Context: an optimization exercise on an open-source flow, tuned for small area. The choices shown serve that exercise and are no tape-out recipe.
The RTL was checked by simulation tests, not by an equivalence proof against the original design.

Setup of the previous run:
// MDC_NTT
module MDC_NTT(
    input clk,
    input rst,
    input mode,
    input en,
    input [11:0] i1,
    input [11:0] i2,
    output [11:0] o1,
    output [11:0] o2,
    output done
    );
    reg [6:0] cnt;
    reg       run;
    reg       done_r;
    reg       m;         
    always @(posedge clk) begin
        if (!rst) m <= mode;
    end
    always @(posedge clk) begin
        if (!rst) begin
            cnt    <= 7'd0;
            run    <= 1'b0;
            done_r <= 1'b0;
        end else begin
            if (run | en) cnt <= cnt + 7'd1;
            run <= run | en;
            if (cnt == LAST) done_r <= en;
        end
    end
    assign done = done_r;
    localparam integer LAT = 4;
    function [5:0] s_ntt(input integer L);
        s_ntt = LAT*L + 64 - (64 >> L);
    endfunction
    function [5:0] s_intt(input integer L);
        s_intt = LAT*L + (1 << L) - 1;
    endfunction
    function [5:0] bf_off(input integer k, input m);
        bf_off = m ? s_intt(6 - k) : s_ntt(k);
    endfunction
    function [5:0] c_off(input integer k, input m);
        c_off = m ? s_intt(5 - k) + LAT : s_ntt(k) + LAT;
    endfunction
    localparam [6:0] LAST = 7*LAT + 63 - 1;    
    wire [11:0] bf_i1 [0:6];
    wire [11:0] bf_i2 [0:6];
    wire [11:0] bf_o1 [0:6];
    wire [11:0] bf_o2 [0:6];
    wire [11:0] c_i1 [0:5];
    wire [11:0] c_i2 [0:5];
    wire [11:0] c_o1 [0:5];
    wire [11:0] c_o2 [0:5];
    genvar k;
  ...
For scale: about 12000 cells after synthesis, roughly 53 I/O pins.
make LEC_CHECK=0 CAP_MARGIN=20 CORE_MARGIN=2 CORE_UTILIZATION=70 CTS_BUF_LIST=sky130_fd_sc_hd__clkbuf_16 CTS_CLUSTER_DIAMETER=100 CTS_CLUSTER_SIZE=24 PLACE_DENSITY=0.8 SLEW_MARGIN=20 finish   # period 8.0 ns
run.sh (not shown) runs the stock make flow with config.mk's settings and CLKGATE_MAP_FILE= SYNTH_SCRIPT=/design/flow/synth_recipe.tcl, a recipe that flattens the netlist after the stock synthesis.
#### Input delta (the current run over the previous run)
# the previous run
export LEC_CHECK = 0
export CAP_MARGIN = 20
export CORE_MARGIN = 2
export CORE_UTILIZATION = 70
export CTS_BUF_LIST = sky130_fd_sc_hd__clkbuf_16
export CTS_CLUSTER_DIAMETER = 100
export CTS_CLUSTER_SIZE = 24
export PLACE_DENSITY = 0.8
export SLEW_MARGIN = 20
create_clock -name core_clock -period 8.0 [get_ports {clk}]
# the current run
export LEC_CHECK = 0
export CAP_MARGIN = 20
export CORE_MARGIN = 2
export CORE_UTILIZATION = 65
export CTS_BUF_LIST = sky130_fd_sc_hd__clkbuf_8
export PLACE_DENSITY = 0.75
export SLEW_MARGIN = 20
create_clock -name core_clock -period 8.0 [get_ports {clk}]
--- outcome ---
- Comparing the previous run and the current run, critical path depth is higher on the previous run.
- Higher count of inserted tapcells goes to the current run over the previous run.
- Re maximum clock insertion buffer count: the previous run was lower than the current run.
- Met2 usage in global routing, the previous run and the current run: higher on the previous run
- The current run vs the previous run: core area up by a little under 10%
- The first-iteration DRC count of the current run was superior to that of the previous run.
- Critical path capture point = g_bf[1].bf.o2[11]: the current run; critical path capture point = g_bf[0].bf.rr_r[12]: the previous run

MDC_NTT, a different RTL version from the one above (not shown whole).
Size in the first run: roughly 2400 flip-flops, about 110000 um^2 of cells after synthesis.
clock: 8.0 ns
lec_check: 0
cap_margin: 20
core_margin: 2
core_utilization: 70
cts_buf_list: sky130_fd_sc_hd__clkbuf_16
cts_cluster_diameter: 100
cts_cluster_size: 30
place_density: 0.8
slew_margin: 20
Next try:
Settings changed: CTS_CLUSTER_SIZE 30 to 27.
Die area is unchanged.
Worst setup slack gains 0.18 ns.
Cell area barely changes.
Core utilization rises by 0.16 points.
Clock skew increases by 0.0093 ns.
Hold slack got worse by 0.0034 ns.

cedar:
MDC_NTT with an RTL version that a note above also has.
Size in the first run: about 2400 flip-flops.
==> flow/config.mk <==
export PLATFORM = sky130hd
export DESIGN_NAME = MDC_NTT
export DESIGN_NICKNAME = MDC_NTT
export VERILOG_FILES = /design/flow/design.v
export SDC_FILE = /design/flow/constraint.sdc
export NUM_CORES = 4
export LEC_CHECK = 0
export CAP_MARGIN = 20
export CORE_MARGIN = 2
export CORE_UTILIZATION = 75
export CTS_BUF_LIST = sky130_fd_sc_hd__clkbuf_8
export PLACE_DENSITY = 0.85
export SLEW_MARGIN = 20
==> flow/constraint.sdc <==
create_clock -name core_clock -period 8.0 [get_ports {clk}]
set_input_delay 1.6000 -clock core_clock [delete_from_list [all_inputs] [get_ports {clk}]]
set_output_delay 1.6000 -clock core_clock [all_outputs]
set_load 0.01 [all_outputs]
#### Input delta (harbor over cedar)
Settings: setting CTS_CLUSTER_DIAMETER to 100 for the first time; changing CTS_BUF_LIST from sky130_fd_sc_hd__clkbuf_8 to sky130_fd_sc_hd__clkbuf_16; setting CTS_CLUSTER_SIZE to 30 for the first time; changing CORE_UTILIZATION from 75 to 70; changing PLACE_DENSITY from 0.85 to 0.8.
==> notes.md <==
harbor | stages: all done | timing, DRC, antenna: all pass
cedar reached the end of the flow, and the finished layout is clean on the timing, design-rule and antenna checks.
In harbor, first-pass GRT wire length is lower than in cedar.
cedar ended up with g_bf[0].bf.o1[4]$_DFF_P_ as its worst setup path endpoint; harbor ended up with g_bf[0].bf.rr_r[12]$_DFF_P_.
On instance count on the critical path: harbor sits above cedar.
Going from cedar to harbor, area added between synthesis and finish moved down; minimum clock period moved up.

[static timing again, ports no longer ideal]
In the flow no input, the clock included, has a driving cell. The finished layouts below were timed again as built, in two steps.
Step 1 (the two cells are an assumption about what drives the block):
set clk [get_ports {clk}]
set_driving_cell -lib_cell sky130_fd_sc_hd__clkbuf_16 $clk
set_driving_cell -lib_cell sky130_fd_sc_hd__buf_2 [delete_from_list [all_inputs] $clk]
Step 2, shift: input delay + t, output delay - t, t = (earliest + latest rising clock arrival at the registers) / 2. This alone moves slack from input paths to output paths.
Three values: ideal ports, drivers, drivers and shift; two values: the first two.
run	shift t [ns]	setup slack, ns	hold slack, ns	worst register clock-pin slew, ns
the previous run	0.893	1.131 / 1.131 / 1.131	0.284 / 0.284 / 0.284	0.11 / 0.11
the current run	1.128	1.376 / 1.295 / 1.376	0.255 / 0.255 / 0.255	0.08 / 0.08
the first run of note 2	0.839	0.112 / 0.112 / 0.112	0.278 / 0.278 / 0.278	0.12 / 0.12
the second run of note 2	0.856	0.287 / 0.287 / 0.287	0.275 / 0.275 / 0.275	0.11 / 0.11
cedar	1.136	1.131 / 1.131 / 1.131	0.271 / 0.271 / 0.271	0.08 / 0.08
harbor	0.871	1.095 / 1.095 / 1.095	0.307 / 0.307 / 0.307	0.12 / 0.12
After both steps every run listed still meets setup and hold.
